Background: an optimization exercise with open tools, aiming at small area, a short achievable clock period and few clock cycles per item. Do not read the settings as production practice. Function was checked by simulation only, so behaviour that the tests miss may differ from the original.

Setup of v6:
Design mult_controller, start of the top module:
module mult_controller #(
    parameter integer WIDTH = 32
)
(
    input logic clk,
    input logic rst_n,
    input logic start,
    input logic signed [WIDTH - 1: 0] multiplicand,
    input logic signed [WIDTH - 1: 0] multiplier,
    output logic signed [2 * WIDTH - 1: 0] product,
    output logic done
);
Size in the first run: about 130 I/O pins, about 13000 um^2 of cells after synthesis.
Settings: LEC_CHECK=0, CAP_MARGIN=20, CORE_MARGIN=2, CORE_UTILIZATION=40, CTS_BUF_LIST=sky130_fd_sc_hd__clkbuf_8, SETUP_SLACK_MARGIN=1.0, SLEW_MARGIN=20, BUFFER_PORTS_ARGS=-buffer_cell sky130_fd_sc_hd__buf_1; clock period 4.5 ns.
standard.sh (not shown) runs the stock make flow with config.mk's settings and CLKGATE_MAP_FILE= SYNTH_SCRIPT=/design/flow/synth_recipe.tcl, a recipe that flattens the netlist after the stock synthesis.
==> flow/flow/run.sh <==
#!/bin/bash
# The standard layout, except that the port buffers are plain buffers
# (sky130_fd_sc_hd__buf_1, which timing repair may resize) instead of the
# delay cells buffer_ports picks by default.
set -euo pipefail
echo 'export BUFFER_PORTS_ARGS = -buffer_cell sky130_fd_sc_hd__buf_1' >> config.mk
bash standard.sh > standard.log 2>&1
Testbench counts of v6, summed over its fixed seeds: cycles 8,008, items 1,600.
What v7 does differently from v6 at the input level:
- CTS_BUF_LIST no longer set, was sky130_fd_sc_hd__clkbuf_8
- BUFFER_PORTS_ARGS no longer set, was -buffer_cell sky130_fd_sc_hd__buf_1
- SETUP_SLACK_MARGIN now 1.5, was 1.0
==> flow/run.sh (new file) <==
#!/bin/bash
# synth_recipe.tcl (not shown) runs the flow's synth.tcl, then flattens the netlist and writes it again
# the make line also repeats each setting of config.mk as NAME=value (left out here)
make -C /OpenROAD-flow-scripts/flow DESIGN_CONFIG=/design/flow/config.mk WORK_HOME=/design/flow/orfs CLKGATE_MAP_FILE= SYNTH_SCRIPT=/design/flow/synth_recipe.tcl finish
removed: flow/flow/run.sh
removed: flow/standard.sh
## What came out
Relative to v6, v7 degrades wire length of the first global-routing pass. The run with more setup slack is v7; v6 has less. HPWL after detailed placement on v7 is behind v6. Lower routed wire length among v7 and v6: v6.

== run 1 ==
Starting RTL as in the previous note.
Settings: LEC_CHECK=0, CAP_MARGIN=20, CORE_MARGIN=2, CORE_UTILIZATION=40, SETUP_SLACK_MARGIN=0.5, SLEW_MARGIN=20; clock period 4.5 ns.
run.sh (not shown) runs the stock make flow with config.mk's settings and CLKGATE_MAP_FILE= SYNTH_SCRIPT=/design/flow/synth_recipe.tcl, a recipe that flattens the netlist after the stock synthesis.
Stock flow here: none of the scripts above is used.
Testbench counts of run 1, summed over its fixed seeds: cycles 8,008, items 1,600.
For run 2, these inputs were changed with respect to run 1:
==> flow/flow/run.sh (new file) <==
#!/bin/bash
# The standard layout, except that the port buffers are plain buffers
# (sky130_fd_sc_hd__buf_1, which timing repair may resize) instead of the
# delay cells buffer_ports picks by default.
set -euo pipefail
echo 'export BUFFER_PORTS_ARGS = -buffer_cell sky130_fd_sc_hd__buf_1' >> config.mk
bash standard.sh > standard.log 2>&1
==> flow/standard.sh (new file) <==
#!/bin/bash
# synth_recipe.tcl (not shown) runs the flow's synth.tcl, then flattens the netlist and writes it again
# the make line also repeats each setting of config.mk as NAME=value (left out here)
make -C /OpenROAD-flow-scripts/flow DESIGN_CONFIG=/design/flow/config.mk WORK_HOME=/design/flow/orfs CLKGATE_MAP_FILE= SYNTH_SCRIPT=/design/flow/synth_recipe.tcl "${@:-finish}"
diff --git a/flow/config.mk b/flow/config.mk
--- a/flow/config.mk
+++ b/flow/config.mk
@@ -7,2 +7,3 @@
 export LEC_CHECK = 0
+export ABC_AREA = 1
 export CAP_MARGIN = 20
@@ -10,3 +11,4 @@
 export CORE_UTILIZATION = 40
-export SETUP_SLACK_MARGIN = 0.5
+export SETUP_SLACK_MARGIN = 1.5
 export SLEW_MARGIN = 20
+export BUFFER_PORTS_ARGS = -buffer_cell sky130_fd_sc_hd__buf_1
removed: flow/run.sh
Results
Run 1 went all the way through synthesis, placement and routing and the layout is clean on timing, DRC and antenna.
Per the final summary, run 2 finished and its layout is clean on timing, DRC and antenna.
Compared with run 1, run 2 shows a lower maximum net fanout on the critical path.
| count of multi-input combinational gates | higher: run 1 |
In the metrics for run 2 and run 1, the one carrying the higher post-synthesis compound-gate area fraction is run 1.
[run 2 vs run 1] final critical delay including setup and external delays: lower in run 2
Inputs modified between run 2 and run 3:
==> flow/run.sh (new file) <==
#!/bin/bash
# synth_recipe.tcl (not shown) runs the flow's synth.tcl, then flattens the netlist and writes it again
# the make line also repeats each setting of config.mk as NAME=value (left out here)
make -C /OpenROAD-flow-scripts/flow DESIGN_CONFIG=/design/flow/config.mk WORK_HOME=/design/flow/orfs CLKGATE_MAP_FILE= SYNTH_SCRIPT=/design/flow/synth_recipe.tcl finish
==> flow/config.mk <==
export PLATFORM = sky130hd
export DESIGN_NAME = mult_controller
export DESIGN_NICKNAME = mult_controller
export VERILOG_FILES = /design/flow/design.v
export SDC_FILE = /design/flow/constraint.sdc
export NUM_CORES = 4
export LEC_CHECK = 0
export CAP_MARGIN = 20
export CORE_MARGIN = 2
export CORE_UTILIZATION = 60
export SETUP_SLACK_MARGIN = 1.0
export SLEW_MARGIN = 20
removed: flow/flow/run.sh
removed: flow/standard.sh
Notes after the runs:
Run 3 did not stop at any stage, and its layout met the timing, design-rule and antenna checks.
Summary — row count, run 3 relative to run 2: lower, by 12.
| minimum setup slack after placement | run 3 vs run 2 | worse |
NOTE: share of final-layout standard cells stronger than drive strength 1 in run 3 falls short of that of run 2
In the metrics for run 2 and run 3, the one carrying the lower slack of the critical path is run 3.
[compare] base=run 2 new=run 3: cell area after layout increased 180 µm², average via count per standard cell now sits higher.
#### Input delta (run 4 over run 3)
==> flow/flow/run.sh (new file) <==
#!/bin/bash
# The standard layout, except that the port buffers are plain buffers
# (sky130_fd_sc_hd__buf_1, which timing repair may resize) instead of the
# delay cells buffer_ports picks by default.
set -euo pipefail
echo 'export BUFFER_PORTS_ARGS = -buffer_cell sky130_fd_sc_hd__buf_1' >> config.mk
bash standard.sh > standard.log 2>&1
==> flow/standard.sh (new file) <==
#!/bin/bash
# synth_recipe.tcl (not shown) runs the flow's synth.tcl, then flattens the netlist and writes it again
# the make line also repeats each setting of config.mk as NAME=value (left out here)
make -C /OpenROAD-flow-scripts/flow DESIGN_CONFIG=/design/flow/config.mk WORK_HOME=/design/flow/orfs CLKGATE_MAP_FILE= SYNTH_SCRIPT=/design/flow/synth_recipe.tcl "${@:-finish}"
diff --git a/flow/config.mk b/flow/config.mk
--- a/flow/config.mk
+++ b/flow/config.mk
@@ -9,4 +9,5 @@
 export CORE_MARGIN = 2
-export CORE_UTILIZATION = 60
+export CORE_UTILIZATION = 40
 export SETUP_SLACK_MARGIN = 1.0
 export SLEW_MARGIN = 20
+export BUFFER_PORTS_ARGS = -buffer_cell sky130_fd_sc_hd__buf_1
removed: flow/run.sh
### Flow results
- Run 4 went all the way through the flow, and no timing, DRC or antenna check failed.
- Antenna diode instance count for run 4 is higher than for run 3.
- For run 4, the highest metal layer with signal wires was met5, unlike run 3, where it was met4.
- Comparing run 3 and run 4, worst setup slack is higher on run 4.
- Run 4 gives less met3 routing resource usage after global routing than run 3 did.
- Post-placement worst setup slack: run 3 and run 4 compared, higher one is run 4

mult_controller again, from the RTL that the note above started with.
## mult_controller
module mult_controller #(
    parameter integer WIDTH = 32
)
(
    input logic clk,
    input logic rst_n,
    input logic start,
    input logic signed [WIDTH - 1: 0] multiplicand,
    input logic signed [WIDTH - 1: 0] multiplier,
    output logic signed [2 * WIDTH - 1: 0] product,
    output logic done
);
export LEC_CHECK = 0
export CAP_MARGIN = 20
export CORE_MARGIN = 2
export CORE_UTILIZATION = 40
export SETUP_SLACK_MARGIN = 1.0
export SLEW_MARGIN = 20
create_clock -name core_clock -period 4.5 [get_ports {clk}]
Stock flow here: none of the scripts above is used.
The baseline produced a clean layout.
Testbench counts at the start, summed over its fixed seeds: cycles 8,008, items 1,600.
==> next run, changes <==
==> flow/flow/run.sh (new file) <==
#!/bin/bash
# The standard layout, except that the port buffers are plain buffers
# (sky130_fd_sc_hd__buf_1, which timing repair may resize) instead of the
# delay cells buffer_ports picks by default.
set -euo pipefail
echo 'export BUFFER_PORTS_ARGS = -buffer_cell sky130_fd_sc_hd__buf_1' >> config.mk
bash standard.sh > standard.log 2>&1
==> flow/standard.sh (new file) <==
#!/bin/bash
# synth_recipe.tcl (not shown) runs the flow's synth.tcl, then flattens the netlist and writes it again
# the make line also repeats each setting of config.mk as NAME=value (left out here)
make -C /OpenROAD-flow-scripts/flow DESIGN_CONFIG=/design/flow/config.mk WORK_HOME=/design/flow/orfs CLKGATE_MAP_FILE= SYNTH_SCRIPT=/design/flow/synth_recipe.tcl "${@:-finish}"
- ABC_AREA: unset -> 1
- BUFFER_PORTS_ARGS: unset -> -buffer_cell sky130_fd_sc_hd__buf_1
removed: flow/run.sh
Result:
- critical path depth climbs by 4
- fmax climbs by a few percent
- register-to-register slack gets better by 0.14 ns
- via count drops by roughly a tenth
==> next run, changes <==
- ABC_AREA: 1 -> unset
- CORE_UTILIZATION: 40 -> 55
Outcome: Wire length increases by 10%; first-iteration DRC count climbs by 130%; final cell count drops by 7.9%; clock-buffer cell count is unchanged; worst hold slack got worse by 0.011 ns.

== the previous run ==
Another version of the RTL of mult_controller (not shown whole).
Size: roughly 1500 cells after synthesis, roughly 130 I/O pins, about 12000 um^2 of cells after synthesis.
export LEC_CHECK = 0
export ABC_AREA = 1
export CAP_MARGIN = 20
export CORE_MARGIN = 2
export CORE_UTILIZATION = 40
export SETUP_SLACK_MARGIN = 1.2
export SLEW_MARGIN = 20
export BUFFER_PORTS_ARGS = -buffer_cell sky130_fd_sc_hd__buf_1
create_clock -name core_clock -period 4.5 [get_ports {clk}]
standard.sh (not shown) runs the stock make flow with config.mk's settings and CLKGATE_MAP_FILE= SYNTH_SCRIPT=/design/flow/synth_recipe.tcl, a recipe that flattens the netlist after the stock synthesis.
==> flow/flow/run.sh <==
#!/bin/bash
# The standard layout, except that the port buffers are plain buffers
# (sky130_fd_sc_hd__buf_1, which timing repair may resize) instead of the
# delay cells buffer_ports picks by default.
set -euo pipefail
echo 'export BUFFER_PORTS_ARGS = -buffer_cell sky130_fd_sc_hd__buf_1' >> config.mk
bash standard.sh > standard.log 2>&1
Testbench counts of the previous run, summed over its fixed seeds: cycles 8,008, items 1,600.
Input-level comparison between the current run and the previous run:
# the previous run
export LEC_CHECK = 0
export ABC_AREA = 1
export CAP_MARGIN = 20
export CORE_MARGIN = 2
export CORE_UTILIZATION = 40
export SETUP_SLACK_MARGIN = 1.2
export SLEW_MARGIN = 20
export BUFFER_PORTS_ARGS = -buffer_cell sky130_fd_sc_hd__buf_1
create_clock -name core_clock -period 4.5 [get_ports {clk}]
# the current run
export LEC_CHECK = 0
export ABC_AREA = 1
export CAP_MARGIN = 20
export CORE_MARGIN = 2
export CORE_UTILIZATION = 40
export SETUP_SLACK_MARGIN = 1.0
export SLEW_MARGIN = 20
export BUFFER_PORTS_ARGS = -buffer_cell sky130_fd_sc_hd__buf_1
create_clock -name core_clock -period 4.5 [get_ports {clk}]
--- outcome ---
When the current run is set beside the previous run, its met1 global-route usage turns out to be 0.78 points larger.
Wire length of the first global-routing pass: the current run vs the previous run, no meaningful difference

## re-timing with driven ports
The results above use ideal ports. As a check the final layouts listed here were re-extracted and re-timed, cells and wires unchanged. Step 1 sets driving cells, clkbuf_16 on the clock port and buf_2 on the other inputs (assumed; they add their load-dependent delay and slew). Step 2 times the ports against the registers' clock, not the clock port: input delays grow and output delays shrink by t, the midpoint of the rising clock arrivals with the driver on. Slacks: no drivers / after step 1 / after step 2; pairs: no drivers / after step 1.
run | t, ns | slack for setup (ns) | worst slew at a driven data input, ns
v6 | 0.512 | 1.061 / 1.061 / 0.658 | 0.08
v7 | 0.481 | 1.089 / 1.089 / 0.619 | 0.06
run 1 | 0.474 | 0.599 / 0.619 / 0.145 | 0.06
run 2 | 0.478 | 1.313 / 1.313 / 0.897 | 0.06
run 3 | 0.478 | 0.958 / 0.958 / 0.585 | 0.06
run 4 | 0.474 | 1.067 / 1.067 / 0.716 | 0.09
the first run of note 3 | 0.464 | 0.998 / 1.014 / 0.551 | 0.07
the second run of note 3 | 0.477 | 1.164 / 1.164 / 0.795 | 0.05
the third run of note 3 | 0.464 | 1.018 / 1.018 / 0.653 | 0.06
the previous run | 0.485 | 1.249 / 1.249 / 0.847 | 0.05
the current run | 0.479 | 1.159 / 1.159 / 0.785 | 0.06
After both steps setup and hold are still met in every run listed. For v7, which loses most, drivers alone change the setup slack by 0.000 ns; drivers and shift together by -0.470 ns.
